This design comes from an exercise in tuning for small area on the open sky130 flow, not from production work. Where RTL was checked, it was by simulation tests only, not by an equivalence proof against the original. No activity file was given, so power comes from the tool's default toggle rates.

==> module ir_encoder, before the edit <==
module ir_encoder (
    input wire rst,         
    input wire clk,         
    input wire [31:0] cmd,  
    input wire valid,       
    output reg ready,       
    output reg ir_output    
);
localparam [8:0] CC_P = 9'h155;    
localparam [8:0] CC_E = 9'h1d9;    
localparam [8:0] CC_K = 9'h1db;    
reg  [8:0] ccq;
reg        car;
wire [8:0] cc     = ccq ^ CC_P;
wire       cc_end = ((cc ^ CC_E) & CC_K) == 9'd0;
always @(posedge clk or posedge rst) begin
    if (rst) begin
        ccq <= 9'd0;
        car <= 1'b0;
    end else begin
        ccq <= cc_end ? 9'd0 : ({cc[7:0], cc[8] ^ cc[4]} ^ CC_P);
        if (cc_end) car <= ~car;
    end
end
localparam [16:0] M_P  = 17'h15555;   
localparam [16:0] M_S0 = 17'd69568;
localparam [16:0] E_START = 17'd92158, K_START = 17'h1bfff;  
localparam [16:0] E_SHORT = 17'd5462,  K_SHORT = 17'h1db1e;  
localparam [16:0] E_LONG  = 17'd99312, K_LONG  = 17'h1dbbf;  
localparam [16:0] E_GAP   = 17'd50310, K_GAP   = 17'h1ddef;  
reg  [16:0] mq;
wire [16:0] m = mq ^ M_P;
reg        mod, st, gap;
reg [32:0] r;
wire last  = ~|r[32:1];
wire bitv  = r[0] & ~last;
wire jdone = ~r[3] & r[2];       
wire t_start = ((m ^ E_START) & K_START) == 17'd0;
wire t_short = ((m ^ E_SHORT) & K_SHORT) == 17'd0;
wire t_long  = ((m ^ E_LONG)  & K_LONG)  == 17'd0;
wire t_gap   = ((m ^ E_GAP)   & K_GAP)   == 17'd0;
wire t  = st ? t_start : gap ? t_gap : (mod | ~bitv) ? t_short : t_long;
wire sh = t & ~mod & ~st;        
always @(posedge clk or posedge rst) begin
    if (rst) begin
        ready     <= 1'b1;
        ir_output <= 1'b0;
    end else begin
        ready     <= ready ? ~valid : (gap & t & jdone);
        ir_output <= mod & car;
    end
end
always @(posedge clk) begin
    mq  <= ((ready | t) ? M_S0 : {m[15:0], m[16] ^ m[2]}) ^ M_P;
    mod <= ready ? valid : (t ? (~mod & ~gap & (st | ~last)) : mod);
    st  <= ready | (st & ~(t & ~mod));
    gap <= ~ready & (gap | (t & ~st & ~mod & last));
    if (ready)
        r <= {1'b1, cmd};
    else if (sh)
        r <= {gap & ~r[0], r[32:1]};
end
endmodule
clock: 40.0 ns
lec_check: 0
cap_margin: 20
core_margin: 2
core_utilization: 40
place_density: 0.6
slew_margin: 20
run.sh (not shown) runs the stock make flow with config.mk's settings and CLKGATE_MAP_FILE= SYNTH_SCRIPT=/design/flow/synth_recipe.tcl, a recipe that flattens the netlist after the stock synthesis.
Next try:
--- a/flow/design.v
+++ b/flow/design.v
@@ -29,20 +29,24 @@
 localparam [16:0] E_LONG  = 17'd99312, K_LONG  = 17'h1dbbf;  
 localparam [16:0] E_GAP   = 17'd50310, K_GAP   = 17'h1ddef;  
 reg  [16:0] mq;
 wire [16:0] m = mq ^ M_P;
 reg        mod, st, gap;
-reg [32:0] r;
-wire last  = ~|r[32:1];
-wire bitv  = r[0] & ~last;
-wire jdone = ~r[3] & r[2];       
+reg [32:0] q;                    
+wire last  = &q[32:1];           
+wire bitv  = ~q[0] & ~last;
+wire jdone = q[3] & ~q[2];       
 wire t_start = ((m ^ E_START) & K_START) == 17'd0;
 wire t_short = ((m ^ E_SHORT) & K_SHORT) == 17'd0;
 wire t_long  = ((m ^ E_LONG)  & K_LONG)  == 17'd0;
 wire t_gap   = ((m ^ E_GAP)   & K_GAP)   == 17'd0;
 wire t  = st ? t_start : gap ? t_gap : (mod | ~bitv) ? t_short : t_long;
 wire sh = t & ~mod & ~st;        
+wire        sa     = ~ready & sh;
+wire        ho     = ~ready & ~sh;
+wire [32:0] q_sh   = {~(gap & q[0]), q[32:1]};
+wire [32:0] q_keep = ~(({33{sa}} & q_sh) | ({33{ho}} & q));
 always @(posedge clk or posedge rst) begin
     if (rst) begin
         ready     <= 1'b1;
         ir_output <= 1'b0;
     end else begin
@@ -53,11 +57,8 @@
 always @(posedge clk) begin
     mq  <= ((ready | t) ? M_S0 : {m[15:0], m[16] ^ m[2]}) ^ M_P;
     mod <= ready ? valid : (t ? (~mod & ~gap & (st | ~last)) : mod);
     st  <= ready | (st & ~(t & ~mod));
     gap <= ~ready & (gap | (t & ~st & ~mod & last));
-    if (ready)
-        r <= {1'b1, cmd};
-    else if (sh)
-        r <= {gap & ~r[0], r[32:1]};
+    q   <= ~(({33{~ready}} | {1'b1, cmd}) & q_keep);
 end
 endmodule
Global-route usage rose by 2.0 points. Total power rose by about a fifth. Fmax rose by a few percent. Sequential power rose by roughly a tenth. Design area rose slightly. Cell count rose by roughly a tenth. Clock skew is about the same. Worst setup slack improved by 0.66 ns. Combinational power rose by well over a third. Routed wire length rose by a little under a tenth. First-iteration DRC count fell by a quarter to a third. Sequential cell count does not change. Synthesized area rose by a few percent. Core utilization is about the same.
No functional check of the RTL was part of any run of this note.

* * *

## job 1486
The RTL this note starts from:
==> flow/design.v <==
module ir_encoder (
    input wire rst,         
    input wire clk,         
    input wire [31:0] cmd,  
    input wire valid,       
    output reg ready,       
    output reg ir_output    
);
localparam [8:0] CC_X = 9'd37;
localparam [8:0] CC_K = 9'h1f6;    
localparam [8:0] CC_R = 9'd75;     
reg  [8:0] cc;
reg        car;
wire       cc_end = ((cc ^ CC_X) & CC_K) == 9'd0;
always @(posedge clk or posedge rst) begin
    if (rst) begin
        cc  <= CC_R;
        car <= 1'b0;
    end else begin
        cc  <= {cc[7:0], cc[8] ^ cc[3] ^ cc_end};
        car <= car ^ cc_end;
    end
end
localparam [16:0] M_P  = 17'h15555;   
localparam [16:0] M_S0 = 17'd69568;
localparam [16:0] E_START = 17'd92158, K_START = 17'h1bfff;  
localparam [16:0] E_SHORT = 17'd5462,  K_SHORT = 17'h1db1e;  
localparam [16:0] E_LONG  = 17'd99312, K_LONG  = 17'h1dbbf;  
localparam [16:0] E_GAP   = 17'd50310, K_GAP   = 17'h1ddef;  
reg  [16:0] mq;
wire [16:0] m = mq ^ M_P;
reg        mod, st, gap;
reg [32:0] q;                    
wire last  = &q[32:1];           
wire bitv  = ~q[0] & ~last;
wire jdone = q[3] & ~q[2];       
wire t_start = ((m ^ E_START) & K_START) == 17'd0;
wire t_short = ((m ^ E_SHORT) & K_SHORT) == 17'd0;
wire t_long  = ((m ^ E_LONG)  & K_LONG)  == 17'd0;
wire t_gap   = ((m ^ E_GAP)   & K_GAP)   == 17'd0;
wire t  = st ? t_start : gap ? t_gap : (mod | ~bitv) ? t_short : t_long;
wire sh = t & ~mod & ~st;        
wire        sa     = ~ready & sh;
wire        ho     = ~ready & ~sh;
wire [32:0] q_sh   = {~(gap & q[0]), q[32:1]};
wire        nready = ~ready;
wire [32:0] q_nx;
genvar i;
generate
    for (i = 0; i < 32; i = i + 1) begin : g_r
        ir_encoder_rbit u_rbit (
            .nready(nready), .sa(sa), .ho(ho),
            .ld(cmd[i]),
            .sh_in(q_sh[i]), .hold_in(q[i]),
            .q_nx(q_nx[i])
        );
    end
endgenerate
assign q_nx[32] = (sa & q_sh[32]) | (ho & q[32]);
always @(posedge clk or posedge rst) begin
    if (rst) begin
        ready     <= 1'b1;
        ir_output <= 1'b0;
    end else begin
        ready     <= ready ? ~valid : (gap & t & jdone);
        ir_output <= mod & car;
    end
end
always @(posedge clk) begin
    mq  <= ((ready | t) ? M_S0 : {m[15:0], m[16] ^ m[2]}) ^ M_P;
    mod <= ready ? valid : (t ? (~mod & ~gap & (st | ~last)) : mod);
    st  <= ready | (st & ~(t & ~mod));
    gap <= ~ready & (gap | (t & ~st & ~mod & last));
    q   <= q_nx;
end
endmodule
module ir_encoder_rbit (
    input  wire nready,
    input  wire sa,
    input  wire ho,
    input  wire ld,
    input  wire sh_in,
    input  wire hold_in,
    output wire q_nx
);
    assign q_nx = ~((nready | ld) & ~((sa & sh_in) | (ho & hold_in)));
endmodule
export LEC_CHECK = 0
export CAP_MARGIN = 20
export CORE_MARGIN = 2
export CORE_UTILIZATION = 40
export PLACE_DENSITY = 0.6
export SLEW_MARGIN = 20
export SYNTH_HIERARCHICAL = 1
create_clock -name core_clock -period 40.0 [get_ports {clk}]
standard.sh (not shown) runs the stock make flow with config.mk's settings and CLKGATE_MAP_FILE= SYNTH_SCRIPT=/design/flow/synth_recipe.tcl, a recipe that flattens the netlist after the stock synthesis.
==> flow/flow/run.sh <==
#!/bin/bash
set -euo pipefail
here=$(pwd)
export PRE_FLOORPLAN_TCL="$here/flow/downsize.tcl"
export REMOVE_ABC_BUFFERS=1
export BUFFER_PORTS_ARGS="-buffer_cell sky130_fd_sc_hd__buf_1"
export CTS_ARGS="-sink_clustering_enable -repair_clock_nets -dont_use_dummy_load -buf_list {sky130_fd_sc_hd__clkbuf_2 sky130_fd_sc_hd__clkbuf_4} -root_buf sky130_fd_sc_hd__clkbuf_4"
bash standard.sh > standard.log 2>&1
==> flow/flow/downsize.tcl <==
# PRE_FLOORPLAN hook: give every combinational cell from synthesis the
# smallest-area drive strength of its type; repair_design later sizes up
# whatever then needs it. Registers keep their cell types.
set db [ord::get_db]
set block [ord::get_db_block]
set nswap 0
foreach inst [$block getInsts] {
  set master [$inst getMaster]
  set name [$master getName]
  if {![regexp {^(sky130_fd_sc_hd__[a-z0-9]+)_([0-9]+)$} $name -> base drive]} { continue }
  if {[regexp {__(df|edf|sdf|sedf|dl|conb|tap|fill|decap|diode)} $name]} { continue }
  set best $master
  set best_area [expr {[$master getWidth] * [$master getHeight]}]
  foreach d {0 1 2 3 4 6 8 12 16} {
    set cand [$db findMaster "${base}_$d"]
    if {$cand eq "NULL" || $cand eq ""} { continue }
    if {[lsearch -exact $::env(DONT_USE_CELLS) [$cand getName]] >= 0} { continue }
    set a [expr {[$cand getWidth] * [$cand getHeight]}]
    if {$a < $best_area} {
      # same pin names
      set ok 1
      foreach mt [$master getMTerms] { if {[$cand findMTerm [$mt getName]] eq "NULL"} { set ok 0 } }
      if {$ok} { set best $cand; set best_area $a }
    }
  }
  if {$best ne $master} {
    $inst swapMaster $best
    incr nswap
  }
}
puts "downsize.tcl: swapped $nswap cells to smaller drive strengths"
For job 4660, these inputs were changed with respect to job 1486:
--- a/flow/design.v
+++ b/flow/design.v
@@ -4,23 +4,24 @@
     input wire [31:0] cmd,  
     input wire valid,       
     output reg ready,       
     output reg ir_output    
 );
-localparam [8:0] CC_X = 9'd37;
-localparam [8:0] CC_K = 9'h1f6;    
-localparam [8:0] CC_R = 9'd75;     
-reg  [8:0] cc;
+localparam [8:0] CC_P = 9'h155;    
+localparam [8:0] CC_E = 9'h1d9;    
+localparam [8:0] CC_K = 9'h1db;    
+reg  [8:0] ccq;
 reg        car;
-wire       cc_end = ((cc ^ CC_X) & CC_K) == 9'd0;
+wire [8:0] cc     = ccq ^ CC_P;
+wire       cc_end = ((cc ^ CC_E) & CC_K) == 9'd0;
 always @(posedge clk or posedge rst) begin
     if (rst) begin
-        cc  <= CC_R;
+        ccq <= 9'd0;
         car <= 1'b0;
     end else begin
-        cc  <= {cc[7:0], cc[8] ^ cc[3] ^ cc_end};
-        car <= car ^ cc_end;
+        ccq <= cc_end ? 9'd0 : ({cc[7:0], cc[8] ^ cc[4]} ^ CC_P);
+        if (cc_end) car <= ~car;
     end
 end
 localparam [16:0] M_P  = 17'h15555;   
 localparam [16:0] M_S0 = 17'd69568;
 localparam [16:0] E_START = 17'd92158, K_START = 17'h1bfff;  
@@ -45,20 +46,19 @@
 wire [32:0] q_sh   = {~(gap & q[0]), q[32:1]};
 wire        nready = ~ready;
 wire [32:0] q_nx;
 genvar i;
 generate
-    for (i = 0; i < 32; i = i + 1) begin : g_r
+    for (i = 0; i < 33; i = i + 1) begin : g_r
         ir_encoder_rbit u_rbit (
             .nready(nready), .sa(sa), .ho(ho),
-            .ld(cmd[i]),
+            .ld(i == 32 ? 1'b1 : cmd[i % 32]),
             .sh_in(q_sh[i]), .hold_in(q[i]),
             .q_nx(q_nx[i])
         );
     end
 endgenerate
-assign q_nx[32] = (sa & q_sh[32]) | (ho & q[32]);
 always @(posedge clk or posedge rst) begin
     if (rst) begin
         ready     <= 1'b1;
         ir_output <= 1'b0;
     end else begin
### Flow results
Re proportion of power drawn by flip-flops and latches: job 4660 is 0.7 points up on job 1486.
Job 1486 has lower count of non-filler cells in the finished layout than job 4660.
Pin count of the biggest net entering global routing of job 4660 falls short of that of job 1486 by a little under 10%.
Against job 1486, worst hold-check slack in job 4660 came out better.
Min clock network fraction of design power across job 4660 and job 1486: job 1486

==> afterwards: timing with drivers on the ports <==
How much do the figures lean on ideal ports? The routed layouts below were timed once more, with nothing changed but the port constraints.
Step 1 assumes that a clkbuf_16 drives the clock port and a buf_2 every other input.
Step 2 also shifts input and output timing later by t, the mid clock arrival at the registers, as if the neighbouring blocks saw the same clock.
a / b / c = no drivers / after step 1 / after step 2; a / b = the first two.
run | t (ns) | slack for setup (ns) | worst setup path at the end
the first run of note 1 | 0.365 | 29.816 / 29.787 / 30.152 | register to output
the second run of note 1 | 0.362 | 30.471 / 30.442 / 30.804 | register to output
job 1486 | 0.403 | 30.834 / 30.806 / 31.210 | register to output
job 4660 | 0.390 | 30.819 / 30.794 / 31.183 | register to output
After both steps setup and hold are still met in every run listed.
